This design comes from an exercise in tuning for a short achievable clock period on the open sky130 flow, not from production work.
Function was checked by simulation only, so behaviour that the tests miss may differ from the original.
Power is estimated from default activity; no workload was simulated.

==> flow/design.v, too long to show whole: its modules and the start of the top module <==
// module signExtend: 15 lines
// module SignExtendSelector: 24 lines
// module RegFile: 22 lines
// module CSRFile: 175 lines
// module ALUCPU: 27 lines
// module control_alu: 99 lines
// module control_branch: 23 lines
// module control_bypass_ex: 88 lines
// module control_main: 164 lines
// module control_stall_id: 113 lines
// module mem_read_selector: 21 lines
// module mem_write_selector: 32 lines
// module cpu: 631 lines
// module riscv_core: 35 lines
module riscv_core (
	input         clock,
	input         reset,
	output [31:0] PC_out,
	input  [31:0] instr_in,
	output        instr_en,
	output [31:0] data_addr,
	output        ren,
	output        wen,
	output [31:0] data_out,
	input  [31:0] data_in,
	output [3:0]  byte_select,
	input         memReady,
	input         software_interrupt,
	input         timer_interrupt,
	input         external_interrupt
);
  // ...
==> flow/run.sh <==
#!/bin/bash
# synth_recipe.tcl (not shown) runs the flow's synth.tcl, then flattens the netlist and writes it again
# the make line also repeats each setting of config.mk as NAME=value (left out here)
make -C /OpenROAD-flow-scripts/flow DESIGN_CONFIG=/design/flow/config.mk WORK_HOME=/design/flow/orfs CLKGATE_MAP_FILE= SYNTH_SCRIPT=/design/flow/synth_recipe.tcl finish
==> flow/config.mk <==
export PLATFORM = sky130hd
export DESIGN_NAME = riscv_core
export DESIGN_NICKNAME = riscv_core
export VERILOG_FILES = /design/flow/design.v
export SDC_FILE = /design/flow/constraint.sdc
export NUM_CORES = 8
export LEC_CHECK = 0
export CAP_MARGIN = 20
export CORE_MARGIN = 2
export CORE_UTILIZATION = 32
export SLEW_MARGIN = 20
==> flow/constraint.sdc <==
create_clock -name core_clock -period 12.5 [get_ports {clock}]
set_input_delay 2.5000 -clock core_clock [delete_from_list [all_inputs] [get_ports {clock}]]
set_output_delay 2.5000 -clock core_clock [all_outputs]
set_load 0.01 [all_outputs]
==> results.env, run 1 <==
STATUS='timing/DRC/antenna clean'
BUFFERS=564
YOSYS.AREA.TOP_TYPE_SHARE_PCT=43.4
CP_MAX_FO=29
TIMING.CRITICAL_PATH.DEPTH=35
POST-SYNTH-TOP-COUNT-CELL='sky130_fd_sc_hd__dfrtp_1'
TIMING.FINAL.CRIT_PERIOD_PS=9710
MAX-VDD-IR-DROP_uV=133
AREA_GROWTH_PCT=13.5
MIN_DELAY_PATH_DEPTH=0
DIODES=22
INITIAL_CORE_UTIL_PCT=32.2
DRV_SLEW=0
YOSYSUNIQUECELLTYPES=105
DETAILROUTE.WIRELENGTH.MET3_UM=76300
TOTAL_NUMBER_OF_NETS_IN_THE_FINAL_DESIGN=11893
FINALINSTANCEAREA_UM2=129000
DIE_WIDTH_UM=600
END_KIND='flip-flop'
TAPS=4730
WORST_SETUP_PATH_STARTPOINT='cpu1.IDEX_reg_type[1]$_DFF_PN0_'
DOMINANT-CELL-CLASS='multi-input gates'
R2R_END='cpu1.da_q[30]$_DFFE_PN0P_'
DEEPEST_LEVEL_OF_THE_CTS_H_TREE=4
SYNTH_COMMONEST_CELLS='sky130_fd_sc_hd__dfrtp_1, sky130_fd_sc_hd__mux2_2, sky130_fd_sc_hd__nor2_1, sky130_fd_sc_hd__nand2_1, sky130_fd_sc_hd__a21oi_1'
SETUP_SKEW_AFTER_LAYOUT_PS=170
POWER_DISSIPATED_IN_SEQUENTIAL_CELLS_mW=8.29
CLOCK_NET_POWER_mW=7.15
SETUP.WORST_PATH.START_CLASS='flip-flop'
MOSTFREQUENTLAYOUTCELLS='sky130_fd_sc_hd__dfrtp_1, sky130_fd_sc_hd__mux2_2, sky130_fd_sc_hd__nor2_1'
GP_ROUTABILITY_CONGESTION=1.05
ROUTE.MET2.WL_UM=242000
TOTAL_POWER_mW=26.2
CRITPATHSLOWESTCELL='sky130_fd_sc_hd__nor2b_4'
HPWL_UM=393000
WHS_ENDPOINT='cpu1.cpu_regs.data[0][12]$_DFFE_PN0P_'
GRT_MAX_DEGREE=184
ROW_COUNT=218
SWITCHING_SHARE_PCT=44.6
FINAL_CRITICAL_PATH_SETUP_SLACK_PS=2790
CP_COMMON_CELL='sky130_fd_sc_hd__nor2_1'
VIA_COUNT=107451
PORTBUFFERS=172
TIMING.CRITICAL_PATH.TO='cpu1.da_q[30]$_DFFE_PN0P_'
==> module cpu, before the edit <==
module cpu(	input clock,
			input reset,
			output 	[31:0] PC_out,
			input  	[31:0] instr_in,
			output 	[31:0] data_addr,
			output ren,
			output wen,
			output instr_en,
			output 	[31:0] data_out,
			input 	[31:0] data_in,
			output 	[3:0]  byte_select,
			input software_interrupt,
			input timer_interrupt,
			input external_interrupt,
			input memReady
			);
wire mr = memReady;
reg		[31:0]	IFID_instr;
reg 	[31:0]  PC_IF2;
reg		[31:0]	PC, IFID_PC, IDEX_PC;
wire	[31:0]	JumpAddress;
reg 	[31:0]  PC_new;
wire	[31:0]	instr;
reg		[31:0]	IF2_instr;
reg     [31:0]  delayed_instr;
wire			inA_is_PC;
reg		[31:0]	IDEX_signExtend;
wire	[31:0]	signExtend;
wire	[31:0]	rdA, rdB;
reg		[31:0]	IDEX_rdA, IDEX_rdB;
reg		[2:0]	IDEX_funct3;
reg		[4:0]	IDEX_instr_rs2, IDEX_instr_rs1, IDEX_instr_rd;
reg				IDEX_RegDst, IDEX_ALUSrc, IDEX_inA_is_PC, IDEX_Jump, IDEX_JumpJALR;
reg 	[1:0] 	IDEX_reg_type;
reg				IDEX_MemRead, IDEX_MemWrite;
reg				IDEX_MemToReg, IDEX_RegWrite;
reg				IDEX_csr_imm;
reg 	[2:0]	EXMEM_funct3;
reg 	[4:0]	EXMEM_RegWriteAddr;
reg 	[31:0]	EXMEM_ALUOut;
reg 	[31:0]	EXMEM_BranchALUOut;
reg 	[1:0] 	EXMEM_reg_type;
reg				EXMEM_JumpJALR;
reg				EXMEM_MemRead, EXMEM_MemWrite, EXMEM_RegWrite, EXMEM_MemToReg;
reg		[4:0]	MEMWB_RegWriteAddr;
reg				MEMWB_RegWrite;
wire			RegDst, MemRead, MemWrite, MemToReg, ALUSrc, RegWrite, Jump, JumpJALR;
wire 	[1:0] 	reg_type;
wire			Branch;
reg				IDEX_Branch, EXMEM_Branch;
wire	[6:0]	opcode;
wire	[2:0]	funct3, ALUcntrl;
wire 	[31:0] 	csr_data;
reg 	[31:0] 	EXMEM_csr_data;
wire 	[11:0]	csr_addr;
reg 	[11:0]	IDEX_csr_addr;
reg 	[11:0]	EXMEM_csr_addr;
reg 	[11:0]	MEMWB_csr_addr;
reg 			csr_write_allowed;
reg 			IDEX_csr_write_allowed;
reg 			EXMEM_csr_write_allowed;
reg 			MEMWB_csr_write_allowed;
wire	[6:0]	funct7;
wire	[4:0]	instr_rs1, instr_rs2, instr_rd, RegWriteAddr;
wire	[31:0]	imm_i, imm_s, imm_b, imm_u, imm_j, imm_z;
reg keepDelayInstr;
wire flushPipeline;
wire int_taken, int_taken_nx;
wire [31:0] trap_vector;
wire syscall, trap_waiting;
wire trap_in_ID;
reg		[31:0]	MEMWB_wRegData;		 
reg		[31:0]	MEMWB_wbData;		 
wire	[31:0]	WB_csr_data = mr ? MEMWB_wbData : 32'b0;
reg		s2_q;		 
reg		s34_q;		 
reg		X_q;		 
reg		brtaken_q;	 
wire PCSrc = EXMEM_JumpJALR | brtaken_q;
wire int_trap = int_taken;
wire stallY = ~s2_q & s34_q;
wire write_pc		= int_trap | PCSrc | (mr & ~stallY);
wire write_ifid		= mr & ~s2_q & ~s34_q;
wire write_idex		= mr;
wire write_exmem	= mr;
wire write_memwb	= mr;
wire bubble_idex	= int_trap | PCSrc | (mr & (s2_q | s34_q));
wire bubble_exmem	= int_trap | PCSrc;
wire bubble_ifid	= int_trap | PCSrc | flushPipeline | (mr & ~s2_q & ~s34_q & (Jump | trap_in_ID));
assign trap_waiting	= mr & syscall & ~s2_q & ~s34_q;
assign instr_en		= ~(X_q | (mr & stallY));
assign PC_out = PC;
assign instr = instr_in;
assign wen = EXMEM_MemWrite;
always @(posedge clock or negedge reset)
begin
	if (reset == 1'b0)
		PC <= 32'h00000000;
	else if (write_pc == 1'b1)
		PC <= PC_new;
end
reg bubble_ifid_delayed;
always @(posedge clock or negedge reset)
begin
	if(reset == 1'b0)begin
		PC_IF2 <= 32'b0;
		bubble_ifid_delayed <= 1'b0;
		delayed_instr <= 32'b0;
		keepDelayInstr <= 1'b0;
	end
	else begin
		if(write_ifid == 1'b1)begin
			if(bubble_ifid == 1'b1)
				PC_IF2 <= 32'hffffffff;
			else
				PC_IF2 <= PC;
			bubble_ifid_delayed <= bubble_ifid;
			delayed_instr <= 0;
			keepDelayInstr <= 0;
		end
		else begin
			if(bubble_ifid == 1'b1||bubble_ifid_delayed == 1'b1)
				PC_IF2 <= 32'hffffffff;
			if(keepDelayInstr ==1'b0) begin
				keepDelayInstr <= 1;
				delayed_instr <= (PCSrc)?32'hffffffff: instr;
			end
		end
	end
end
always@(*)
begin
	if(delayed_instr == 0)
		IF2_instr = instr;
	else if(bubble_ifid_delayed == 1'b1)
		IF2_instr = 32'b0;
	else
		IF2_instr = delayed_instr;
end
always @(*) begin
	if(int_taken||trap_in_ID)
		PC_new = trap_vector;
	else if (PCSrc == 1'b0) begin
		if (Jump == 1'b0)
			PC_new = PC + ((flushPipeline == 1'b1) ? 32'd0 : 32'd4);
		else
			PC_new = JumpAddress;
	end
	else
		PC_new = EXMEM_BranchALUOut;
end
assign JumpAddress = IFID_PC + signExtend;
wire ifid_clear = bubble_ifid_delayed | bubble_ifid;
wire [31:0] IFID_instr_d = ifid_clear ? 32'b0 : (write_ifid ? IF2_instr : IFID_instr);
always @(posedge clock or negedge reset)
begin
	if((reset == 1'b0))
	begin
		IFID_PC			<= 32'b0;
		IFID_instr		<= 32'b0;
	end
	else begin
		IFID_instr <= IFID_instr_d;
		if (ifid_clear)
			IFID_PC			<= 32'hffffffff;
		else if (write_ifid == 1'b1)
			IFID_PC			<= PC_IF2;
	end
end
assign opcode		= IFID_instr[6:0];
assign funct3		= IFID_instr[14:12];
assign funct7		= IFID_instr[31:25];
assign instr_rs1	= IFID_instr[19:15];
assign csr_addr		= IFID_instr[31:20];
assign instr_rs2	= IFID_instr[24:20];
assign instr_rd		= IFID_instr[11:7];
assign syscall		= (IDEX_Jump==1'b0 &
						IDEX_JumpJALR==1'b0&opcode == 7'b1110011 & funct3==0) ? 1'b1 : 1'b0;
always @(*) begin
	if(reg_type == 2'b01) begin
		if(funct3[1:0] == 2'b00)
			csr_write_allowed = 1'b0;
		else if(funct3[1:0] == 2'b01)
			csr_write_allowed = 1'b1;
		else
			csr_write_allowed = (instr_rs1 != 5'b0);
	end
	else
		csr_write_allowed = 1'b0;
end
signExtend signExtendUnit (
	.instr(IFID_instr[31:7]),
	.imm_i(imm_i),
	.imm_s(imm_s),
	.imm_b(imm_b),
	.imm_u(imm_u),
	.imm_j(imm_j),
	.imm_z(imm_z)
);
RegFile cpu_regs (
	.clock(clock),
	.reset(reset),
	.raA(instr_rs1),
	.raB(instr_rs2),
	.wa(MEMWB_RegWriteAddr),
	.wen(MEMWB_RegWrite),
	.wd(MEMWB_wRegData),
	.rdA(rdA),
	.rdB(rdB)
);
SignExtendSelector SignExtendSelector (
	.out(signExtend),
	.imm_i(imm_i),
	.imm_s(imm_s),
	.imm_b(imm_b),
	.imm_u(imm_u),
	.imm_j(imm_j),
	.imm_z(imm_z),
	.opcode(opcode)
);
localparam NOPS = 13;
localparam O_ADD = 0, O_SUB = 1, O_XOR = 2, O_OR = 3, O_AND = 4, O_SLL = 5, O_SRL = 6,
           O_SRA = 7, O_SLT = 8, O_SLTU = 9, O_SUBU = 10, O_LUI = 11, O_CLEAR = 12;
wire [3:0] ALUOp_id;
wire csr_imm_id;
control_alu control_alu(
	.ALUOp(ALUOp_id),
	.ALUcntrl(ALUcntrl),
	.csr_immidiate(csr_imm_id),
	.funct3(funct3),
	.funct7(funct7)
);
reg [NOPS-1:0] op_id;
always @(*) begin
	op_id = 0;
	case (ALUOp_id)
		4'b0000:   op_id[O_ADD] = 1'b1;
		4'b1100: op_id[O_ADD] = 1'b1;
		4'b0001:   op_id[O_SUB] = 1'b1;
		4'b0010:   op_id[O_XOR] = 1'b1;
		4'b0011:    op_id[O_OR] = 1'b1;
		4'b0100:   op_id[O_AND] = 1'b1;
		4'b0101:   op_id[O_SLL] = 1'b1;
		4'b0110:   op_id[O_SRL] = 1'b1;
		4'b0111:   op_id[O_SRA] = 1'b1;
		4'b1000:   op_id[O_SLT] = 1'b1;
		4'b1001:  op_id[O_SLTU] = 1'b1;
		4'b1010:  op_id[O_SUBU] = 1'b1;
		4'b1011:   op_id[O_LUI] = 1'b1;
		4'b1110: op_id[O_CLEAR] = 1'b1;
		default: op_id = 0;
	endcase
end
reg [NOPS-1:0] IDEX_op;
always @(posedge clock or negedge reset)
begin
	if ((reset == 1'b0)) begin
		IDEX_inA_is_PC	<= 1'b0;
		IDEX_Jump		<= 1'b0;
		IDEX_JumpJALR	<= 1'b0;
		IDEX_signExtend	<= 32'b0;
		IDEX_instr_rd	<= 5'b0;
		IDEX_instr_rs1	<= 5'b0;
		IDEX_instr_rs2	<= 5'b0;
		IDEX_RegDst		<= 1'b0;
		IDEX_ALUSrc		<= 1'b0;
		IDEX_Branch		<= 1'b0;
		IDEX_MemRead	<= 1'b0;
		IDEX_MemWrite	<= 1'b0;
		IDEX_MemToReg	<= 1'b0;
		IDEX_RegWrite	<= 1'b0;
		IDEX_funct3		<= 3'b0;
		IDEX_PC			<= 32'b0;
		IDEX_rdA		<= 32'b0;
		IDEX_rdB		<= 32'b0;
		IDEX_reg_type	<= 2'b0;
		IDEX_csr_addr	<= 12'b0;
		IDEX_csr_write_allowed <= 1'b0;
		IDEX_csr_imm	<= 1'b0;
		IDEX_op			<= 1 << O_ADD;
	end
	else
	begin
		if ((bubble_idex == 1'b1)) begin
			IDEX_inA_is_PC	<= 1'b0;
			IDEX_Jump		<= 1'b0;
			IDEX_JumpJALR	<= 1'b0;
			IDEX_signExtend	<= 32'b0;
			IDEX_instr_rd	<= 5'b0;
			IDEX_instr_rs1	<= 5'b0;
			IDEX_instr_rs2	<= 5'b0;
			IDEX_RegDst		<= 1'b0;
			IDEX_ALUSrc		<= 1'b0;
			IDEX_Branch		<= 1'b0;
			IDEX_MemRead	<= 1'b0;
			IDEX_MemWrite	<= 1'b0;
			IDEX_MemToReg	<= 1'b0;
			IDEX_RegWrite	<= 1'b0;
			IDEX_funct3		<= 3'b0;
			IDEX_rdA		<= 32'b0;
			IDEX_rdB		<= 32'b0;
			IDEX_reg_type	<= 2'b0;
			IDEX_csr_addr	<= 12'b0;
			IDEX_csr_write_allowed <= 1'b0;
			IDEX_csr_imm	<= 1'b0;
			IDEX_op			<= 1 << O_ADD;
			IDEX_PC			<= 32'hffffffff;
		end
		else if (write_idex == 1'b1) begin
			IDEX_inA_is_PC	<= inA_is_PC;
			IDEX_Jump		<= Jump;
			IDEX_JumpJALR	<= JumpJALR;
			IDEX_signExtend	<= signExtend;
			IDEX_instr_rd	<= instr_rd;
			IDEX_instr_rs1	<= instr_rs1;
			IDEX_instr_rs2	<= instr_rs2;
			IDEX_RegDst		<= RegDst;
			IDEX_ALUSrc		<= ALUSrc;
			IDEX_Branch		<= Branch;
			IDEX_MemRead	<= MemRead;
			IDEX_MemWrite	<= MemWrite;
			IDEX_MemToReg	<= MemToReg;
			IDEX_RegWrite	<= RegWrite;
			IDEX_funct3		<= funct3;
			IDEX_PC			<= IFID_PC;
			IDEX_rdA		<= rdA;
			IDEX_rdB		<= rdB;
			IDEX_reg_type	<= reg_type;
			IDEX_csr_addr	<= csr_addr;
			IDEX_csr_write_allowed <= csr_write_allowed;
			IDEX_csr_imm	<= csr_imm_id;
			IDEX_op			<= op_id;
		end
	end
end
reg [31:0] newmepc;
localparam MEPC_IDLE = 1'b0;
localparam MEPC_WAITINGJUMP = 1'b1;
reg mepc_state;
always@(posedge clock or negedge reset)begin
	if(reset==1'b0)begin
		newmepc <= 32'h0;
		mepc_state <= MEPC_IDLE;
	end
	else
	begin
		case(mepc_state)
			MEPC_IDLE:begin
				if(flushPipeline)
				begin
					if(brtaken_q||Jump||EXMEM_JumpJALR)
						newmepc <= PC_new;
					else if(write_pc==1'b0&&IFID_PC!=32'hffffffff)
						newmepc <= IFID_PC;
					else if(PC_IF2!=32'hffffffff)
						newmepc <= PC_IF2;
					else
						newmepc <= PC;
					mepc_state <= MEPC_WAITINGJUMP;
				end
			end
			MEPC_WAITINGJUMP:begin
				if(brtaken_q||Jump||EXMEM_JumpJALR)
					newmepc <= PC_new;
				if(flushPipeline==1'b0)
					mepc_state <= MEPC_IDLE;
			end
		endcase
	end
end
CSRFile csrFile(
	.clock(clock),
	.reset(reset),
	.wen(MEMWB_csr_write_allowed),
	.ren(reg_type==2'b01),
	.csrAddr(csr_addr),
	.csrWAddr(MEMWB_csr_addr),
	.wd(WB_csr_data),
	.rd(csr_data),
	.write_pc(write_pc),
	.PC(PC),
	.IDEX_PC(newmepc),
	.software_interrupt(software_interrupt),
	.timer_interrupt(timer_interrupt),
	.external_interrupt(external_interrupt),
	.syscall(trap_waiting),
	.int_taken(int_taken),
	.int_taken_nx(int_taken_nx),
	.trap_in_ID(trap_in_ID),
	.flushPipeline(flushPipeline),
	.trap_vector(trap_vector)
);
control_main control_main (
	.RegDst(RegDst),
	.reg_type(reg_type),
	.Branch(Branch),
	.MemRead(MemRead),
	.MemWrite(MemWrite),
	.MemToReg(MemToReg),
	.ALUSrc(ALUSrc),
	.RegWrite(RegWrite),
	.Jump(Jump),
	.JumpJALR(JumpJALR),
	.inA_is_PC(inA_is_PC),
	.ALUcntrl(ALUcntrl),
	.opcode(opcode)
);
reg fA_ex, fA_wb;		 
reg fB_ex, fB_wb;		 
wire [31:0] wbA = (IDEX_reg_type == 2'b01) ? MEMWB_wbData : MEMWB_wRegData;
wire [31:0] bypassOutA = IDEX_csr_imm ? {27'b0, IDEX_instr_rs1} :
                         fA_ex ? EXMEM_ALUOut : fA_wb ? wbA : IDEX_rdA;
wire [31:0] bypassOutB = fB_ex ? EXMEM_ALUOut : fB_wb ? wbA :
                         ((IDEX_reg_type == 2'b01) ? csr_data : IDEX_rdB);
wire [31:0] ALUInA = IDEX_inA_is_PC ? IDEX_PC : bypassOutA;
wire [31:0] ALUInB = (IDEX_Jump | IDEX_JumpJALR) ? 32'd4 :
                     (IDEX_ALUSrc == 1'b0) ? bypassOutB : IDEX_signExtend;
wire [31:0] BranchInA = (IDEX_JumpJALR == 1'b1) ? bypassOutA : IDEX_PC;
wire [31:0] BranchALUOut = BranchInA + IDEX_signExtend;
wire [31:0] alu_add = ALUInA + ALUInB;
wire [31:0] alu_sub = ALUInA - ALUInB;
wire [32:0] alu_usub = {1'b0, ALUInA} - {1'b0, ALUInB};
wire signed [31:0] sALUInA = ALUInA;
wire signed [31:0] sALUInB = ALUInB;
wire        alu_lt  = sALUInA < sALUInB;
wire        alu_ltu = ALUInA < ALUInB;
wire [31:0] alu_sra = sALUInA >>> ALUInB[4:0];
wire [31:0] ALUOut =
	({32{IDEX_op[O_ADD]}}   & alu_add) |
	({32{IDEX_op[O_SUB]}}   & alu_sub) |
	({32{IDEX_op[O_XOR]}}   & (ALUInA ^ ALUInB)) |
	({32{IDEX_op[O_OR]}}    & (ALUInA | ALUInB)) |
	({32{IDEX_op[O_AND]}}   & (ALUInA & ALUInB)) |
	({32{IDEX_op[O_SLL]}}   & (ALUInA << ALUInB[4:0])) |
	({32{IDEX_op[O_SRL]}}   & (ALUInA >> ALUInB[4:0])) |
	({32{IDEX_op[O_SRA]}}   & alu_sra) |
	({32{IDEX_op[O_SLT]}}   & {31'b0, alu_lt}) |
	({32{IDEX_op[O_SLTU]}}  & {31'b0, alu_ltu}) |
	({32{IDEX_op[O_SUBU]}}  & alu_usub[32:1]) |
	({32{IDEX_op[O_LUI]}}   & {ALUInB[31:12], 12'b0}) |
	({32{IDEX_op[O_CLEAR]}} & {31'b0, (ALUInA == 32'b0) & ALUInB[0]});
reg brcond;
always @(*) begin
	case (IDEX_funct3)
		3'b000:	brcond = (ALUInA == ALUInB);
		3'b001:	brcond = (ALUInA != ALUInB);
		3'b100:	brcond = alu_sub[31];
		3'b101:	brcond = ~alu_sub[31];
		3'b110:	brcond = alu_usub[32];
		3'b111:	brcond = ~alu_usub[32];
		default:		brcond = 1'b0;
	endcase
end
assign RegWriteAddr = (IDEX_RegDst==1'b0) ? IDEX_instr_rs2 : IDEX_instr_rd;
always @(posedge clock or negedge reset)
begin
	if ((reset == 1'b0)) begin
		EXMEM_ALUOut		<= 32'b0;
		EXMEM_JumpJALR 		<= 1'b0;
		EXMEM_BranchALUOut	<= 32'b0;
		EXMEM_RegWriteAddr	<= 5'b0;
		EXMEM_Branch		<= 1'b0;
		EXMEM_MemRead		<= 1'b0;
		EXMEM_MemWrite		<= 1'b0;
		EXMEM_MemToReg		<= 1'b0;
		EXMEM_RegWrite		<= 1'b0;
		EXMEM_funct3		<= 3'b0;
		EXMEM_csr_data		<= 32'b0;
		EXMEM_reg_type		<= 2'b00;
		EXMEM_csr_addr		<= 12'b0;
		EXMEM_csr_write_allowed <= 1'b0;
		brtaken_q			<= 1'b0;
	end
	else
	begin
		if ((bubble_exmem == 1'b1)) begin
			EXMEM_ALUOut		<= 32'b0;
			EXMEM_JumpJALR 		<= 1'b0;
			EXMEM_BranchALUOut	<= 32'b0;
			EXMEM_RegWriteAddr	<= 5'b0;
			EXMEM_Branch		<= 1'b0;
			EXMEM_MemRead		<= 1'b0;
			EXMEM_MemWrite		<= 1'b0;
			EXMEM_MemToReg		<= 1'b0;
			EXMEM_RegWrite		<= 1'b0;
			EXMEM_funct3		<= 3'b0;
			EXMEM_csr_data		<= 32'b0;
			EXMEM_reg_type		<= 2'b00;
			EXMEM_csr_addr		<= 12'b0;
			EXMEM_csr_write_allowed <= 1'b0;
			brtaken_q			<= 1'b0;
		end
		else if (write_exmem == 1'b1) begin
			EXMEM_ALUOut		<= ALUOut;
			EXMEM_JumpJALR		<= IDEX_JumpJALR;
			EXMEM_BranchALUOut	<= BranchALUOut;
			EXMEM_RegWriteAddr	<= RegWriteAddr;
			EXMEM_Branch		<= IDEX_Branch;
			EXMEM_MemRead		<= IDEX_MemRead;
			EXMEM_MemWrite		<= IDEX_MemWrite;
			EXMEM_MemToReg		<= IDEX_MemToReg;
			EXMEM_RegWrite		<= IDEX_RegWrite;
			EXMEM_funct3		<= IDEX_funct3;
			EXMEM_csr_data		<= csr_data;
			EXMEM_reg_type		<= IDEX_reg_type;
			EXMEM_csr_addr		<= IDEX_csr_addr;
			EXMEM_csr_write_allowed <= IDEX_csr_write_allowed;
			brtaken_q			<= IDEX_Branch & brcond;
		end
	end
end
wire [31:0] staddr = bypassOutA + IDEX_signExtend;
wire [3:0]  bsel_ex;
wire [31:0] wdata_ex;
mem_write_selector mem_write_selector(
	.mem_select(IDEX_funct3),
	.ALUin(bypassOutB),
	.offset(staddr[1:0]),
	.byte_select_vector(bsel_ex),
	.out(wdata_ex)
);
reg [3:0]  bsel_q;
reg [31:0] wdata_q;
always @(posedge clock or negedge reset)
begin
	if (reset == 1'b0) begin
		bsel_q  <= 4'b0;
		wdata_q <= 32'b0;
	end
	else if (mr == 1'b1) begin
		bsel_q  <= bsel_ex;
		wdata_q <= wdata_ex;
	end
end
assign byte_select = bsel_q;
assign data_out = wdata_q;
wire [31:0] MemOut_mem;
mem_read_selector mem_read_selector(
	.mem_select(EXMEM_funct3),
	.DMemOut(data_in),
	.byte_index(EXMEM_ALUOut[1:0]),
	.out(MemOut_mem)
);
wire [31:0] wbData_nx = (EXMEM_MemToReg == 1'b0) ? EXMEM_ALUOut : MemOut_mem;
wire [31:0] wRegData_nx = (EXMEM_reg_type == 2'b00) ? wbData_nx : EXMEM_csr_data;
always @(posedge clock or negedge reset)
begin
	if (reset == 1'b0) begin
		MEMWB_RegWriteAddr	<= 5'b0;
		MEMWB_RegWrite		<= 1'b0;
		MEMWB_csr_addr		<= 12'b0;
		MEMWB_csr_write_allowed <= 1'b0;
		MEMWB_wRegData		<= 32'b0;
		MEMWB_wbData		<= 32'b0;
	end
	else if (write_memwb == 1'b1) begin
		MEMWB_RegWriteAddr	<= EXMEM_RegWriteAddr;
		MEMWB_RegWrite		<= EXMEM_RegWrite;
		MEMWB_csr_addr		<= EXMEM_csr_addr;
		MEMWB_csr_write_allowed <= EXMEM_csr_write_allowed;
		MEMWB_wRegData		<= wRegData_nx;
		MEMWB_wbData		<= wbData_nx;
	end
end
wire [4:0]  IDEX_rs1_d   = bubble_idex ? 5'b0 : (write_idex ? instr_rs1 : IDEX_instr_rs1);
wire [4:0]  IDEX_rs2_d   = bubble_idex ? 5'b0 : (write_idex ? instr_rs2 : IDEX_instr_rs2);
wire [4:0]  IDEX_rd_d    = bubble_idex ? 5'b0 : (write_idex ? instr_rd : IDEX_instr_rd);
wire [11:0] IDEX_csra_d  = bubble_idex ? 12'b0 : (write_idex ? csr_addr : IDEX_csr_addr);
wire [1:0]  IDEX_rt_d    = bubble_idex ? 2'b0 : (write_idex ? reg_type : IDEX_reg_type);
wire        IDEX_MemRead_d  = bubble_idex ? 1'b0 : (write_idex ? MemRead : IDEX_MemRead);
wire        IDEX_MemWrite_d = bubble_idex ? 1'b0 : (write_idex ? MemWrite : IDEX_MemWrite);
wire        IDEX_Branch_d   = bubble_idex ? 1'b0 : (write_idex ? Branch : IDEX_Branch);
wire        IDEX_Jump_d     = bubble_idex ? 1'b0 : (write_idex ? Jump : IDEX_Jump);
wire        IDEX_JumpJALR_d = bubble_idex ? 1'b0 : (write_idex ? JumpJALR : IDEX_JumpJALR);
wire [4:0]  EXMEM_rd_d   = bubble_exmem ? 5'b0 : (write_exmem ? RegWriteAddr : EXMEM_RegWriteAddr);
wire        EXMEM_rw_d   = bubble_exmem ? 1'b0 : (write_exmem ? IDEX_RegWrite : EXMEM_RegWrite);
wire [11:0] EXMEM_csra_d = bubble_exmem ? 12'b0 : (write_exmem ? IDEX_csr_addr : EXMEM_csr_addr);
wire        EXMEM_Branch_d = bubble_exmem ? 1'b0 : (write_exmem ? IDEX_Branch : EXMEM_Branch);
wire        EXMEM_JumpJALR_d = bubble_exmem ? 1'b0 : (write_exmem ? IDEX_JumpJALR : EXMEM_JumpJALR);
wire        brtaken_d    = bubble_exmem ? 1'b0 : (write_exmem ? (IDEX_Branch & brcond) : brtaken_q);
wire [4:0]  MEMWB_rd_d   = write_memwb ? EXMEM_RegWriteAddr : MEMWB_RegWriteAddr;
wire        MEMWB_rw_d   = write_memwb ? EXMEM_RegWrite : MEMWB_RegWrite;
wire [11:0] MEMWB_csra_d = write_memwb ? EXMEM_csr_addr : MEMWB_csr_addr;
wire fA_ex_d = EXMEM_rw_d & (EXMEM_rd_d != 5'b0) & (EXMEM_rd_d == IDEX_rs1_d);
wire fA_wb_d = ~fA_ex_d & MEMWB_rw_d & (MEMWB_rd_d != 5'b0) & (MEMWB_rd_d == IDEX_rs1_d);
wire fB_ex_d = (IDEX_rt_d == 2'b00) ? (EXMEM_rw_d & (EXMEM_rd_d == IDEX_rs2_d)) :
               (IDEX_rt_d == 2'b01) ? (EXMEM_rw_d & (EXMEM_rd_d != 5'b0) & (EXMEM_csra_d == IDEX_csra_d)) : 1'b0;
wire fB_wb_d = ~fB_ex_d & ((IDEX_rt_d == 2'b00) ? (MEMWB_rw_d & (MEMWB_rd_d == IDEX_rs2_d)) :
               (IDEX_rt_d == 2'b01) ? (MEMWB_rw_d & (MEMWB_rd_d != 5'b0) & (MEMWB_csra_d == IDEX_csra_d)) : 1'b0);
wire [31:0] ifid_nx = IFID_instr_d;
wire        sys_nx  = ~IDEX_Jump_d & ~IDEX_JumpJALR_d & (ifid_nx[6:0] == 7'b1110011) & (ifid_nx[14:12] == 3'b000);
wire        s2_d    = (IDEX_Branch_d | EXMEM_Branch_d) & sys_nx;
wire        s34_d   = ((ifid_nx[6:0] == 7'b0000011) & IDEX_MemWrite_d) |
                      (IDEX_MemRead_d & ((IDEX_rd_d == ifid_nx[19:15]) | (IDEX_rd_d == ifid_nx[24:20])));
wire        X_d     = ~int_taken_nx & (EXMEM_JumpJALR_d | brtaken_d);
wire ldf_ex = IDEX_RegWrite & (RegWriteAddr != 5'b0) & (RegWriteAddr == instr_rs1);
wire ldf_wb = EXMEM_RegWrite & (EXMEM_RegWriteAddr != 5'b0) & (EXMEM_RegWriteAddr == instr_rs1);
wire [31:0] ldbase = ldf_ex ? ALUOut : ldf_wb ? wRegData_nx : rdA;
wire [31:0] ldaddr = ldbase + signExtend;
wire        ld_enter = MemRead & ~bubble_idex;
reg [31:0] da_q;
reg        ren_q;
always @(posedge clock or negedge reset)
begin
	if (reset == 1'b0) begin
		fA_ex <= 1'b0;
		fA_wb <= 1'b0;
		fB_ex <= 1'b0;
		fB_wb <= 1'b0;
		s2_q  <= 1'b0;
		s34_q <= 1'b0;
		X_q   <= 1'b0;
		ren_q <= 1'b0;
		da_q  <= 32'b0;
	end
	else begin
		fA_ex <= fA_ex_d;
		fA_wb <= fA_wb_d;
		fB_ex <= fB_ex_d;
		fB_wb <= fB_wb_d;
		s2_q  <= s2_d;
		s34_q <= s34_d;
		X_q   <= X_d;
		ren_q <= IDEX_MemRead_d & ~brtaken_d;
		if (mr == 1'b1)
			da_q <= ld_enter ? ldaddr : staddr;
	end
end
assign ren = ren_q;
assign data_addr = da_q;
endmodule
==> run 2: changes to the inputs <==
--- a/flow/design.v
+++ b/flow/design.v
@@ -879,6 +879,7 @@
 reg		s34_q;		 
 reg		X_q;		 
 reg		brtaken_q;	 
+reg		Y_q;		 
 wire PCSrc = EXMEM_JumpJALR | brtaken_q;
 wire int_trap = int_taken;
 wire stallY = ~s2_q & s34_q;
@@ -891,7 +892,7 @@
 wire bubble_exmem	= int_trap | PCSrc;
 wire bubble_ifid	= int_trap | PCSrc | flushPipeline | (mr & ~s2_q & ~s34_q & (Jump | trap_in_ID));
 assign trap_waiting	= mr & syscall & ~s2_q & ~s34_q;
-assign instr_en		= ~(X_q | (mr & stallY));
+assign instr_en		= ~(X_q | (mr & Y_q));
 assign PC_out = PC;
 assign instr = instr_in;
 assign wen = EXMEM_MemWrite;
@@ -1210,14 +1211,23 @@
 );
 reg fA_ex, fA_wb;		 
 reg fB_ex, fB_wb;		 
-wire [31:0] wbA = (IDEX_reg_type == 2'b01) ? MEMWB_wbData : MEMWB_wRegData;
-wire [31:0] bypassOutA = IDEX_csr_imm ? {27'b0, IDEX_instr_rs1} :
-                         fA_ex ? EXMEM_ALUOut : fA_wb ? wbA : IDEX_rdA;
-wire [31:0] bypassOutB = fB_ex ? EXMEM_ALUOut : fB_wb ? wbA :
-                         ((IDEX_reg_type == 2'b01) ? csr_data : IDEX_rdB);
-wire [31:0] ALUInA = IDEX_inA_is_PC ? IDEX_PC : bypassOutA;
-wire [31:0] ALUInB = (IDEX_Jump | IDEX_JumpJALR) ? 32'd4 :
-                     (IDEX_ALUSrc == 1'b0) ? bypassOutB : IDEX_signExtend;
+reg bA_imm, bA_ex, bA_wbc, bA_wbr, bA_rf;			 
+reg aA_pc, aA_imm, aA_ex, aA_wbc, aA_wbr, aA_rf;	 
+reg bB_ex, bB_wbc, bB_wbr, bB_csr, bB_rf;			 
+reg aB_4, aB_imm, aB_ex, aB_wbc, aB_wbr, aB_csr, aB_rf;	 
+wire [31:0] bypassOutA = ({32{bA_imm}} & {27'b0, IDEX_instr_rs1}) | ({32{bA_ex}} & EXMEM_ALUOut) |
+                         ({32{bA_wbc}} & MEMWB_wbData) | ({32{bA_wbr}} & MEMWB_wRegData) |
+                         ({32{bA_rf}} & IDEX_rdA);
+wire [31:0] bypassOutB = ({32{bB_ex}} & EXMEM_ALUOut) | ({32{bB_wbc}} & MEMWB_wbData) |
+                         ({32{bB_wbr}} & MEMWB_wRegData) | ({32{bB_csr}} & csr_data) |
+                         ({32{bB_rf}} & IDEX_rdB);
+wire [31:0] ALUInA = ({32{aA_pc}} & IDEX_PC) | ({32{aA_imm}} & {27'b0, IDEX_instr_rs1}) |
+                     ({32{aA_ex}} & EXMEM_ALUOut) | ({32{aA_wbc}} & MEMWB_wbData) |
+                     ({32{aA_wbr}} & MEMWB_wRegData) | ({32{aA_rf}} & IDEX_rdA);
+wire [31:0] ALUInB = ({32{aB_4}} & 32'd4) | ({32{aB_imm}} & IDEX_signExtend) |
+                     ({32{aB_ex}} & EXMEM_ALUOut) | ({32{aB_wbc}} & MEMWB_wbData) |
+                     ({32{aB_wbr}} & MEMWB_wRegData) | ({32{aB_csr}} & csr_data) |
+                     ({32{aB_rf}} & IDEX_rdB);
 wire [31:0] BranchInA = (IDEX_JumpJALR == 1'b1) ? bypassOutA : IDEX_PC;
 wire [31:0] BranchALUOut = BranchInA + IDEX_signExtend;
 wire [31:0] alu_add = ALUInA + ALUInB;
@@ -1228,20 +1238,25 @@
 wire        alu_lt  = sALUInA < sALUInB;
 wire        alu_ltu = ALUInA < ALUInB;
 wire [31:0] alu_sra = sALUInA >>> ALUInB[4:0];
-wire [31:0] ALUOut =
-	({32{IDEX_op[O_ADD]}}   & alu_add) |
-	({32{IDEX_op[O_SUB]}}   & alu_sub) |
+wire [31:0] alu_log =
 	({32{IDEX_op[O_XOR]}}   & (ALUInA ^ ALUInB)) |
 	({32{IDEX_op[O_OR]}}    & (ALUInA | ALUInB)) |
 	({32{IDEX_op[O_AND]}}   & (ALUInA & ALUInB)) |
-	({32{IDEX_op[O_SLL]}}   & (ALUInA << ALUInB[4:0])) |
-	({32{IDEX_op[O_SRL]}}   & (ALUInA >> ALUInB[4:0])) |
-	({32{IDEX_op[O_SRA]}}   & alu_sra) |
-	({32{IDEX_op[O_SLT]}}   & {31'b0, alu_lt}) |
-	({32{IDEX_op[O_SLTU]}}  & {31'b0, alu_ltu}) |
-	({32{IDEX_op[O_SUBU]}}  & alu_usub[32:1]) |
 	({32{IDEX_op[O_LUI]}}   & {ALUInB[31:12], 12'b0}) |
 	({32{IDEX_op[O_CLEAR]}} & {31'b0, (ALUInA == 32'b0) & ALUInB[0]});
+wire [31:0] alu_sh =
+	({32{IDEX_op[O_SLL]}}   & (ALUInA << ALUInB[4:0])) |
+	({32{IDEX_op[O_SRL]}}   & (ALUInA >> ALUInB[4:0])) |
+	({32{IDEX_op[O_SRA]}}   & alu_sra);
+wire        alu_ltx = (IDEX_op[O_SLT] & alu_lt) | (IDEX_op[O_SLTU] & alu_ltu);
+wire        op_log = IDEX_op[O_XOR] | IDEX_op[O_OR] | IDEX_op[O_AND] | IDEX_op[O_LUI] | IDEX_op[O_CLEAR];
+wire        op_sh  = IDEX_op[O_SLL] | IDEX_op[O_SRL] | IDEX_op[O_SRA];
+wire        op_lt  = IDEX_op[O_SLT] | IDEX_op[O_SLTU];
+wire [31:0] ALUOut =
+	({32{IDEX_op[O_ADD]}}   & alu_add) |
+	({32{IDEX_op[O_SUB]}}   & alu_sub) |
+	alu_log | alu_sh | {31'b0, alu_ltx} |
+	({32{IDEX_op[O_SUBU]}}  & alu_usub[32:1]);
 reg brcond;
 always @(*) begin
 	case (IDEX_funct3)
@@ -1390,6 +1405,22 @@
                (IDEX_rt_d == 2'b01) ? (EXMEM_rw_d & (EXMEM_rd_d != 5'b0) & (EXMEM_csra_d == IDEX_csra_d)) : 1'b0;
 wire fB_wb_d = ~fB_ex_d & ((IDEX_rt_d == 2'b00) ? (MEMWB_rw_d & (MEMWB_rd_d == IDEX_rs2_d)) :
                (IDEX_rt_d == 2'b01) ? (MEMWB_rw_d & (MEMWB_rd_d != 5'b0) & (MEMWB_csra_d == IDEX_csra_d)) : 1'b0);
+wire csrimm_d = bubble_idex ? 1'b0 : (write_idex ? csr_imm_id : IDEX_csr_imm);
+wire inApc_d  = bubble_idex ? 1'b0 : (write_idex ? inA_is_PC : IDEX_inA_is_PC);
+wire alusrc_d = bubble_idex ? 1'b0 : (write_idex ? ALUSrc : IDEX_ALUSrc);
+wire jmp_d    = IDEX_Jump_d | IDEX_JumpJALR_d;
+wire rt01_d   = (IDEX_rt_d == 2'b01);
+wire bA_imm_d = csrimm_d;
+wire bA_ex_d  = ~csrimm_d & fA_ex_d;
+wire bA_wbc_d = ~csrimm_d & fA_wb_d & rt01_d;
+wire bA_wbr_d = ~csrimm_d & fA_wb_d & ~rt01_d;
+wire bA_rf_d  = ~csrimm_d & ~fA_ex_d & ~fA_wb_d;
+wire bB_ex_d  = fB_ex_d;
+wire bB_wbc_d = fB_wb_d & rt01_d;
+wire bB_wbr_d = fB_wb_d & ~rt01_d;
+wire bB_csr_d = ~fB_ex_d & ~fB_wb_d & rt01_d;
+wire bB_rf_d  = ~fB_ex_d & ~fB_wb_d & ~rt01_d;
+wire bBsel_d  = ~jmp_d & ~alusrc_d;
 wire [31:0] ifid_nx = IFID_instr_d;
 wire        sys_nx  = ~IDEX_Jump_d & ~IDEX_JumpJALR_d & (ifid_nx[6:0] == 7'b1110011) & (ifid_nx[14:12] == 3'b000);
 wire        s2_d    = (IDEX_Branch_d | EXMEM_Branch_d) & sys_nx;
@@ -1398,8 +1429,21 @@
 wire        X_d     = ~int_taken_nx & (EXMEM_JumpJALR_d | brtaken_d);
 wire ldf_ex = IDEX_RegWrite & (RegWriteAddr != 5'b0) & (RegWriteAddr == instr_rs1);
 wire ldf_wb = EXMEM_RegWrite & (EXMEM_RegWriteAddr != 5'b0) & (EXMEM_RegWriteAddr == instr_rs1);
-wire [31:0] ldbase = ldf_ex ? ALUOut : ldf_wb ? wRegData_nx : rdA;
-wire [31:0] ldaddr = ldbase + signExtend;
+wire [31:0] ld_csa_s  = ALUInA ^ ALUInB ^ signExtend;
+wire [31:0] ld_csa_c  = (ALUInA & ALUInB) | (ALUInA & signExtend) | (ALUInB & signExtend);
+wire [31:0] ld_csu_s  = ALUInA ^ ~ALUInB ^ signExtend;
+wire [31:0] ld_csu_c  = (ALUInA & ~ALUInB) | (ALUInA & signExtend) | (~ALUInB & signExtend);
+wire [31:0] ld_add    = ld_csa_s + {ld_csa_c[30:0], 1'b0};
+wire [31:0] ld_sub    = ld_csu_s + {ld_csu_c[30:0], 1'b1};
+wire [31:0] ld_log    = alu_log + signExtend;
+wire [31:0] ld_sh     = alu_sh + signExtend;
+wire [31:0] imm_p1    = signExtend + 32'd1;
+wire [31:0] ld_lt     = alu_ltx ? imm_p1 : signExtend;
+wire [31:0] ld_fwd    = ({32{IDEX_op[O_ADD]}} & ld_add) | ({32{IDEX_op[O_SUB]}} & ld_sub) |
+                        ({32{op_log}} & ld_log) | ({32{op_sh}} & ld_sh) | ({32{op_lt}} & ld_lt);
+wire [31:0] ld_wb     = wRegData_nx + signExtend;
+wire [31:0] ld_rf     = rdA + signExtend;
+wire [31:0] ldaddr    = ldf_ex ? ld_fwd : ldf_wb ? ld_wb : ld_rf;
 wire        ld_enter = MemRead & ~bubble_idex;
 reg [31:0] da_q;
 reg        ren_q;
@@ -1410,9 +1454,14 @@
 		fA_wb <= 1'b0;
 		fB_ex <= 1'b0;
 		fB_wb <= 1'b0;
+		bA_imm <= 1'b0; bA_ex <= 1'b0; bA_wbc <= 1'b0; bA_wbr <= 1'b0; bA_rf <= 1'b1;
+		aA_pc <= 1'b0; aA_imm <= 1'b0; aA_ex <= 1'b0; aA_wbc <= 1'b0; aA_wbr <= 1'b0; aA_rf <= 1'b1;
+		bB_ex <= 1'b0; bB_wbc <= 1'b0; bB_wbr <= 1'b0; bB_csr <= 1'b0; bB_rf <= 1'b1;
+		aB_4 <= 1'b0; aB_imm <= 1'b0; aB_ex <= 1'b0; aB_wbc <= 1'b0; aB_wbr <= 1'b0; aB_csr <= 1'b0; aB_rf <= 1'b1;
 		s2_q  <= 1'b0;
 		s34_q <= 1'b0;
 		X_q   <= 1'b0;
+		Y_q   <= 1'b0;
 		ren_q <= 1'b0;
 		da_q  <= 32'b0;
 	end
@@ -1421,9 +1470,19 @@
 		fA_wb <= fA_wb_d;
 		fB_ex <= fB_ex_d;
 		fB_wb <= fB_wb_d;
+		bA_imm <= bA_imm_d; bA_ex <= bA_ex_d; bA_wbc <= bA_wbc_d; bA_wbr <= bA_wbr_d; bA_rf <= bA_rf_d;
+		aA_pc  <= inApc_d;
+		aA_imm <= ~inApc_d & bA_imm_d; aA_ex <= ~inApc_d & bA_ex_d; aA_wbc <= ~inApc_d & bA_wbc_d;
+		aA_wbr <= ~inApc_d & bA_wbr_d; aA_rf <= ~inApc_d & bA_rf_d;
+		bB_ex <= bB_ex_d; bB_wbc <= bB_wbc_d; bB_wbr <= bB_wbr_d; bB_csr <= bB_csr_d; bB_rf <= bB_rf_d;
+		aB_4   <= jmp_d;
+		aB_imm <= ~jmp_d & alusrc_d;
+		aB_ex <= bBsel_d & bB_ex_d; aB_wbc <= bBsel_d & bB_wbc_d; aB_wbr <= bBsel_d & bB_wbr_d;
+		aB_csr <= bBsel_d & bB_csr_d; aB_rf <= bBsel_d & bB_rf_d;
 		s2_q  <= s2_d;
 		s34_q <= s34_d;
 		X_q   <= X_d;
+		Y_q   <= ~s2_d & s34_d;
 		ren_q <= IDEX_MemRead_d & ~brtaken_d;
 		if (mr == 1'b1)
 			da_q <= ld_enter ? ldaddr : staddr;
--- a/flow/config.mk
+++ b/flow/config.mk
@@ -8,4 +8,5 @@
 export CAP_MARGIN = 20
 export CORE_MARGIN = 2
 export CORE_UTILIZATION = 32
+export SETUP_SLACK_MARGIN = 5
 export SLEW_MARGIN = 20
==> results.env, run 2 <==
CTS.PATH.MAX_BUFFERS=4
INITIAL_CORE_UTIL_PCT=32.1  # -0.082 points
DRT-WIRELENGTH-PER-CELL_UM=36.4
POST-SYNTH-TOP-COUNT-CELL='sky130_fd_sc_hd__dfrtp_1'
HPWL_UM=451000  # +15%
DETAIL_ROUTE.FIRST_PASS.ITERATIONS=11
FINALHOLDVIOLATIONS=0
COUNT_OF_HOLD_FIX_BUFFERS_INSERTED_AT_CTS=0
PORTBUFFERS=172  # unchanged
FLOORPLAN.DIE_AREA_UM2=388000
MAX_CLOCK_FREQ_GHz=0.133
AREA_GROWTH_PCT=13.3
FINAL_MIN_PERIOD_OVER_CLOCK_PERIOD_PCT=60.0
LARGEST_REGISTER_FF_COUNT=1024
CLOCK_SINKS=2001
MAX_FLOP_REGISTER='cpu1.cpu_regs.data'
VIAS_PER_CELL=6.57
MAX_CAP_VIOLATIONS=0
MAX_SLEW.WORST_PIN.SLEW_PS=1390
CRITPATHSLOWESTCELL='sky130_fd_sc_hd__a21oi_1'
ANT_NETS=0
POWER.DENSITY_CELL_AREA_nW_PER_UM2=201
TIMING.FINAL.CRIT_PERIOD_PS=7500  # -2210 ps
SYNTH.NET_COUNT=13571
FINAL_CRITICAL_PATH_SETUP_SLACK_PS=5000  # +2210 ps
GRT_MAX_DEGREE=168  # -8.7%
SETUP.WORST_PATH.START_CLASS='flip-flop'
DPL_WORST_SLACK_PS=4040
CHIPHEIGHT_UM=623
GP_ROUTABILITY_CONGESTION=1.05  # +0.11%
SETUP_SKEW_AFTER_LAYOUT_PS=144  # -25.9 ps
DEEPEST_LEVEL_OF_THE_CTS_H_TREE=4  # unchanged
WORST_SETUP_PATH_STARTPOINT='cpu1.IFID_instr[18]$_DFF_PN0_'
POST-SYNTH-TOP-AREA-CELL='sky130_fd_sc_hd__dfrtp_1'
POST_SYNTH_INSTANCE_AREA_UM2=123000
FINAL.FILL_COUNT=38722
NETLIST_INSTANCES=13093
ARRIVAL_TIME_REPORTED_FOR_THE_CRITICAL_PATH_ENDPOINT_PS=8330
ROOT_BUFFER='sky130_fd_sc_hd__clkbuf_16'
CP_COMMON_CELL='sky130_fd_sc_hd__a21oi_1'
CP_MAX_FO=26  # -10%
PREVAILING_POST_SYNTH_REGISTER_CELL='sky130_fd_sc_hd__dfrtp_1'
DRTITER0DRC=19112
GRT_USE_TOTAL_PCT=32.6
SHARE_OF_CELLS_ABOVE_DRIVE_STRENGTH_1_PCT=16.7
SYNTH_COMMONEST_CELLS='sky130_fd_sc_hd__dfrtp_1, sky130_fd_sc_hd__nand2_1, sky130_fd_sc_hd__nor2_1, sky130_fd_sc_hd__mux2_2, sky130_fd_sc_hd__clkbuf_1'
CTS_INSERTED_BUFFERS=224
CORE_FOOTPRINT_UM2=382000
SYNTHESIS.YOSYS.WARNINGS=9
DRV_SLEW=0  # unchanged
YOSYS.AREA.TOP_TYPE_SHARE_PCT=40.6  # -2.9 points
CTS.REPORTEDPATHS.CLKPINSLEW_PS=70
YOSYSUNIQUECELLTYPES=118  # +12%
LEAKAGE_nW=61.9
VIA_COUNT=119037  # +11%
CTS_TREE='yes'
SYNTH.YOSYS.SEQ_AREA_SHARE_PCT=40.8
STATUS='timing/DRC/antenna clean'
DIE_WIDTH_UM=623  # +3.8%
MIN_FROM='cpu1.cpu_regs.data[0][24]$_DFFE_PN0P_'
IO-PIN-COUNT=173
WORST-ENDPOINT-REQUIRED_PS=13330
END_KIND='flip-flop'
GRT_PASS1_VIAS=111880
SYNTHTOPCELLSBYAREA='sky130_fd_sc_hd__dfrtp_1, sky130_fd_sc_hd__mux2_2, sky130_fd_sc_hd__nand2_1, sky130_fd_sc_hd__o21ai_0, sky130_fd_sc_hd__ha_1'
YOSYS_REGISTER_BITS=2001
MOSTFREQUENTLAYOUTCELLS='sky130_fd_sc_hd__dfrtp_1, sky130_fd_sc_hd__nand2_1, sky130_fd_sc_hd__mux2_2'
ROW_COUNT=227  # +4.1%
AVGSYNTHCELLAREA_UM2=9.37
POSTSYNTH.ASYNCRESETSHARE_PCT=100
TOTAL_NUMBER_OF_NETS_IN_THE_FINAL_DESIGN=13334  # +12%
WORSTSETUPPATHTYPE='flip-flop to flip-flop'
WORST_SKEW_PAIR.LATE_LATENCY_PS=980
DETAIL_ROUTE.WIRELENGTH_UM=660000
MAX-VDD-IR-DROP_uV=172  # +29%
SETUP_VIOLATIONS=0
DRC=0
GRT_ANTENNA_BEFORE_REPAIR=53
FIRST_PASS_GRT_WIRE_LENGTH_UM=906000
WORST_R2R_STARTPOINT='cpu1.IFID_instr[18]$_DFF_PN0_'
HOLD_PATH.CLASS='flip-flop to flip-flop'
FINALSETUPTNS_PS=0
MAX_STAGE_DELAY_PS=840
UNREPAIRED_SETUP_ENDPOINTS_AFTER_GLOBAL_ROUTING='true'
SYNTH-EDFF-COUNT=0
GRT_OVERFLOW_TOTAL=0
CP_CELL_SEQUENCE='buf_4, nand2b_1, nor2_4, buf_4, a221oi_1, nand3_1, o32ai_2, nor2_1, a21oi_1, a21oi_1, ha_1, a21o_1, a21oi_1, inv_1, a21oi_1, a21oi_1, nor4_1, o31a_1, o21ai_0, a31oi_1, xor2_1, a311oi_1'
FINAL_COMMON_CELL='sky130_fd_sc_hd__dfrtp_1'
FINAL_CORE_UTILIZATION_PCT=36.4
MAX_SLEW_MARGIN_PCT=7.19
## run 2: cell count changes in the layout (fill, tap and decap cells not counted), sizes merged, moves of 73 or more
cell / previous run / this run
a222oi: 36 / 120
o21ai: 701 / 875
a221oi: 312 / 407
a21oi: 953 / 781
inv: 237 / 387
nand2: 963 / 1235
buf: 392 / 465
ha: 226 / 343
## run 2: cell type report
cell class	count	area (µm²)	share of cell area [%]
multi-input combinational	9609	67900	48.9
sequential	2001	50100	36.0
clock buffer	317	6430	4.62
tap	5038	6300	4.53
timing repair buffer	637	5390	3.88
inverter	383	1450	1.05
clock inverter	88	1370	0.986
antenna	32	80.1	0.0576
## run 2: logic make-up after synthesis
kind of cell               count (synthesis)  synth area share, %
muxes                                   1282                 11.6
and+or+nand+nor                         3487                 12.7
xor gates and xnor gates                 381                 2.73
DFF                                     2001                 40.8
AOI/OAI and AO/OA                       4048                 22.9
buffers and inverters                   1483                 4.69
adders and majority gates                411                 4.58
## run 2: worst paths after layout
kind | slack [ps] | endpoint | cells past startpoint
worst max-delay path | 5000 | cpu1.da_q[25]$_DFFE_PN0P_ | 22
worst min-delay path | 400 | cpu1.cpu_regs.data[0][24]$_DFFE_PN0P_ | 0
worst max register to register | 5000 | cpu1.da_q[25]$_DFFE_PN0P_ | 22
worst min register to register | 400 | cpu1.cpu_regs.data[0][24]$_DFFE_PN0P_ | 0
max in group asynchronous | 8370 | cpu1.wdata_q[3]$_DFFE_PN0P_ | 4
min in group asynchronous | 1560 | cpu1.cpu_regs.data[9][15]$_DFFE_PN0P_ | 1
## run 2: timing repair
| action | CTS | global route |
|---|---|---|
| cloned | 0 | 0 |
| endpoints found under the hold margin | 0 | 0 |
| setup endpoints to repair | 29 | 26 |
| resized for setup | 16 | 26 |
| pin swaps | 2 | 3 |
| setup buffers | 3 | 10 |
## run 2: metal layers
metal  track usage [%]  part of all wire [%]
met5             0.370                 0.072
met4              28.1                    11
met3              10.6                    13
met2              46.3                    40
met1              39.7                    36
## run 2: report_power, final
group,switching [mW],internal (mW)
combinational,8.41,3.54
sequential,1.44,7.31
clock,3.04,4.15
total,12.9,15.0
## run 2: per-stage QoR
step,cell area (µm²),total power [mW],hold WS [ps],cells
final,139000,27.9,404,18105
after global placement,131000,20.1,388,17649
after CTS,139000,27.2,405,18058
after global routing,139000,28.6,412,18078
after floorplan,123000,14.6,352,13093
after detailed placement,131000,20.0,388,17650
## run 2: critical path, delay by kind of cell, from the launching register on
kind            cells  cell delay, ps
simple gates        5            1650
fa+ha+maj           1             420
xor+xnor            1             110
buf+inv             3             870
compound gates     12            3980
flops               1             380
==> run 3: changes to the inputs <==
--- a/flow/config.mk
+++ b/flow/config.mk
@@ -7,6 +7,7 @@
 export LEC_CHECK = 0
 export CAP_MARGIN = 20
 export CORE_MARGIN = 2
-export CORE_UTILIZATION = 32
+export CORE_UTILIZATION = 45
+export PLACE_DENSITY = 0.65
 export SETUP_SLACK_MARGIN = 5
 export SLEW_MARGIN = 20
==> results.env, run 3 <==
ROW_COUNT=191  # -16%
DETAIL_ROUTE.FIRST_PASS.ITERATIONS=12  # +1
IO-PIN-COUNT=173  # unchanged
MOSTFREQUENTLAYOUTCELLS='sky130_fd_sc_hd__dfrtp_1, sky130_fd_sc_hd__nand2_1, sky130_fd_sc_hd__mux2_2'
SYNTH_COMMONEST_CELLS='sky130_fd_sc_hd__dfrtp_1, sky130_fd_sc_hd__nand2_1, sky130_fd_sc_hd__nor2_1, sky130_fd_sc_hd__mux2_2, sky130_fd_sc_hd__clkbuf_1'
SYNTH.YOSYS.SEQ_AREA_SHARE_PCT=40.8  # unchanged
UNREPAIRED_SETUP_ENDPOINTS_AFTER_GLOBAL_ROUTING='true'
VIA_COUNT=122194  # +2.7%
HPWL_UM=451000  # about the same
WORST-ENDPOINT-REQUIRED_PS=13320  # about the same
WORST_SKEW_PAIR.LATE_LATENCY_PS=980  # about the same
MAX-VDD-IR-DROP_uV=152  # -11%
CLOCK_SINKS=2001  # unchanged
MAX_FLOP_REGISTER='cpu1.cpu_regs.data'
DPL_WORST_SLACK_PS=3800  # -239 ps
TIMING.FINAL.CRIT_PERIOD_PS=7630  # +131 ps
YOSYS_REGISTER_BITS=2001  # unchanged
FINALHOLDVIOLATIONS=0  # unchanged
SYNTHESIS.YOSYS.WARNINGS=9  # unchanged
ROOT_BUFFER='sky130_fd_sc_hd__clkbuf_16'
GRT_USE_TOTAL_PCT=46.4  # +14 points
GRT_PASS1_VIAS=114700  # +2.5%
CHIPHEIGHT_UM=526  # -16%
DETAIL_ROUTE.WIRELENGTH_UM=664000  # +0.72%
FINAL_CRITICAL_PATH_SETUP_SLACK_PS=4870  # -131 ps
POST-SYNTH-TOP-AREA-CELL='sky130_fd_sc_hd__dfrtp_1'
CTS.PATH.MAX_BUFFERS=4  # unchanged
DRT-WIRELENGTH-PER-CELL_UM=39.9  # +9.6%
FINAL_COMMON_CELL='sky130_fd_sc_hd__dfrtp_1'
FLOORPLAN.DIE_AREA_UM2=277000  # -29%
FINALSETUPTNS_PS=0  # unchanged
DRC=0  # unchanged
TOTAL_NUMBER_OF_NETS_IN_THE_FINAL_DESIGN=13321  # -0.097%
GRT_MAX_DEGREE=176  # +4.8%
STATUS='timing/DRC/antenna clean'
DRTITER0DRC=21254  # +11%
POSTSYNTH.ASYNCRESETSHARE_PCT=100  # unchanged
TOTAL_POWER_mW=27.7  # -0.66%
SETUP.WORST_PATH.START_CLASS='flip-flop'
AREA_GROWTH_PCT=11.7
FIRST_PASS_GRT_WIRE_LENGTH_UM=914000  # +0.87%
GRT_ANTENNA_BEFORE_REPAIR=58  # +9.4%
MAX_SLEW.WORST_PIN.SLEW_PS=1290  # -107 ps
DIE_WIDTH_UM=526  # -16%
POST-SYNTH-TOP-COUNT-CELL='sky130_fd_sc_hd__dfrtp_1'
CORE_FOOTPRINT_UM2=271000  # -29%
INITIAL_CORE_UTIL_PCT=45.3  # +13 points
CP_MAX_FO=16  # -38%
PORTBUFFERS=172  # unchanged
MAX_CAP_VIOLATIONS=0  # unchanged
ARRIVAL_TIME_REPORTED_FOR_THE_CRITICAL_PATH_ENDPOINT_PS=8450  # +120 ps
FF_LATCH_AREA_UM2=50100  # about the same
NETLIST_INSTANCES=13093  # unchanged
CP_CELL_SEQUENCE='inv_1, nor4_2, buf_4, a22o_1, a221oi_1, nand4_1, o32ai_2, nor2_1, a21oi_2, a21oi_1, ha_1, a41oi_1, o21ai_1, a221oi_2, a21boi_2, o211ai_2, a311o_1, and2_4, a311oi_4, a211oi_1, or3_1, o211ai_1, o221ai_1'
MAX_CLOCK_FREQ_GHz=0.131  # -1.7%
SYNTHTOPCELLSBYAREA='sky130_fd_sc_hd__dfrtp_1, sky130_fd_sc_hd__mux2_2, sky130_fd_sc_hd__nand2_1, sky130_fd_sc_hd__o21ai_0, sky130_fd_sc_hd__ha_1'
SYNTH-EDFF-COUNT=0  # unchanged
SHARE_OF_CELLS_ABOVE_DRIVE_STRENGTH_1_PCT=16.8  # +0.029 points
SETUP_SKEW_AFTER_LAYOUT_PS=105  # -38.7 ps
CTS.REPORTEDPATHS.CLKPINSLEW_PS=70  # about the same
PREVAILING_POST_SYNTH_REGISTER_CELL='sky130_fd_sc_hd__dfrtp_1'
END_KIND='flip-flop'
COMBINED_AREA_OF_THE_MULTI_INPUT_LOGIC_CELLS_UM2=67900  # about the same
STDCELL_COUNT=16637  # -8.1%
DEEPEST_LEVEL_OF_THE_CTS_H_TREE=4  # unchanged
GRT_OVERFLOW_TOTAL=0  # unchanged
MAX_STAGE_DELAY_PS=690  # -150 ps
FINAL_MIN_PERIOD_OVER_CLOCK_PERIOD_PCT=61.0  # +1.0 points
CTS_INSERTED_BUFFERS=222  # -0.89%
WORST-R2R-SETUP-SLACK_PS=4870  # -130 ps
CRITPATHSLOWESTCELL='sky130_fd_sc_hd__inv_1'
SETUP_VIOLATIONS=0  # unchanged
LEAKAGE_nW=61.8  # -0.21%
DPL.CELL_COUNT=16167  # -8.4%
HOLD_PATH.CLASS='flip-flop to flip-flop'
POWER.DENSITY_CELL_AREA_nW_PER_UM2=202  # +0.83%
DRV_SLEW=0  # unchanged
YOSYSUNIQUECELLTYPES=118  # unchanged
WORSTSETUPPATHTYPE='flip-flop to flip-flop'
SYNTH.NET_COUNT=13571  # unchanged
YOSYS.AREA.TOP_TYPE_SHARE_PCT=40.6  # unchanged
FINAL.FILL_COUNT=24817  # -36%
VIAS_PER_CELL=7.34  # +12%
ANT_NETS=0  # unchanged
POST_SYNTH_INSTANCE_AREA_UM2=123000  # unchanged
GP_ROUTABILITY_CONGESTION=1.08  # +2.5%
AVGSYNTHCELLAREA_UM2=9.37  # unchanged
MAX_SLEW_MARGIN_PCT=14.1  # +6.9 points
CTS_TREE='yes'
LARGEST_REGISTER_FF_COUNT=1024  # unchanged
run 3: cell families after synthesis:
group           count (synthesis)  synth area share, %
mux                          1282                 11.6
fa+ha+maj                     411                 4.58
flops                        2001                 40.8
simple gates                 3487                 12.7
compound gates               4048                 22.9
buf+inv                      1483                 4.69
xor+xnor                      381                 2.73
run 3: what timing repair did:
action | 4_1_cts | 5_1_grt
hold buffers | 0 | 0
buffers inserted | 3 | 15
gates resized for setup | 26 | 32
endpoints found under the setup margin | 24 | 27
endpoints found under the hold margin | 0 | 0
pin swaps | 1 | 5
run 3: critical path, delay by kind of cell, from the launching register on:
kind | cells | cell delay [ps]
AOI/OAI and AO/OA | 15 | 4160
buffers and inverters | 2 | 1020
and+or+nand+nor | 5 | 1260
adders and majority gates | 1 | 410
DFF | 1 | 610
run 3: final cells by class:
type                            count  area share (%)
Multi-Input combinational cell   9609            49.6
Sequential cell                  2001            36.6
Clock buffer                      319            4.72
Timing Repair Buffer              626            3.87
Tap cell                         3570            3.26
Inverter                          383            1.07
Clock inverter                     92           0.874
Antenna cell                       37          0.0676
run 3: path summary, 6_finish.rpt:
kind,from,endpoint,cells past startpoint
setup reg to reg,cpu1.IFID_instr[15]$_DFF_PN0_,cpu1.da_q[30]$_DFFE_PN0P_,23
setup / recovery,cpu1.IFID_instr[15]$_DFF_PN0_,cpu1.da_q[30]$_DFFE_PN0P_,23
max in group asynchronous,reset,cpu1.csrFile.enableInterrupts[0]$_DFF_PN1_,4
hold / removal,cpu1.cpu_regs.data[0][29]$_DFFE_PN0P_,cpu1.cpu_regs.data[0][29]$_DFFE_PN0P_,0
min in group asynchronous,reset,cpu1.IFID_PC[24]$_DFFE_PN0P_,1
hold reg to reg,cpu1.cpu_regs.data[0][29]$_DFFE_PN0P_,cpu1.cpu_regs.data[0][29]$_DFFE_PN0P_,0
run 3: metrics by stage:
step                      cell area, µm²  utilization, %  hold slack [ps]
after floorplan                   123000               -              352
after global placement            129000            47.5              385
after detailed placement          129000            47.5              385
after CTS                         137000            50.4              401
after global routing              137000            50.5              411
final                             137000            50.6              402
run 3: where the power goes:
| group | internal [mW] | leakage (nW) | switching [mW] |
|---|---|---|---|
| Combinational | 3.52 | 32.2 | 8.44 |
| Sequential | 7.32 | 25.8 | 1.40 |
| Clock | 4.02 | 3.75 | 3.01 |
| Total | 14.9 | 61.8 | 12.9 |
run 3: per-layer routing:
metal / share of wire, % / wire length, µm / vias up / track usage (%)
met4: 11 / 74000 / 54 / 39.8
met5: 0.081 / 540 / - / 0.485
li1: - / - / 48071 / -
met2: 39 / 262000 / 10763 / 64.0
met3: 14 / 93500 / 3415 / 16.7
met1: 35 / 235000 / 59891 / 57.2

[afterwards: timing with drivers on the ports]
No port has a modelled driver above. Below, the same layouts with a new extraction and two added sets of constraints. Step 1: set_driving_cell puts a clkbuf_16 on clock and a buf_2 on each other input, an assumption about the parent block. Step 2 also shifts input and output timing later by t, the mid clock arrival at the registers, as if the neighbouring blocks saw the same clock. Slacks: ideal / step 1 / step 2; pairs: ideal / step 1.
run | t (ns) | slack for setup (ns) | worst slew at a driven data input, ns
run 1 | 1.071 | 2.791 / 2.791 / 2.791 | 0.19
run 2 | 1.005 | 5.004 / 5.004 / 4.320 | 0.08
run 3 | 1.052 | 4.873 / 4.873 / 4.320 | 0.08
After both steps setup and hold are still met in every run listed. The setup slack of run 2, which loses most, moves by 0.000 ns with the drivers and by -0.684 ns with both steps.
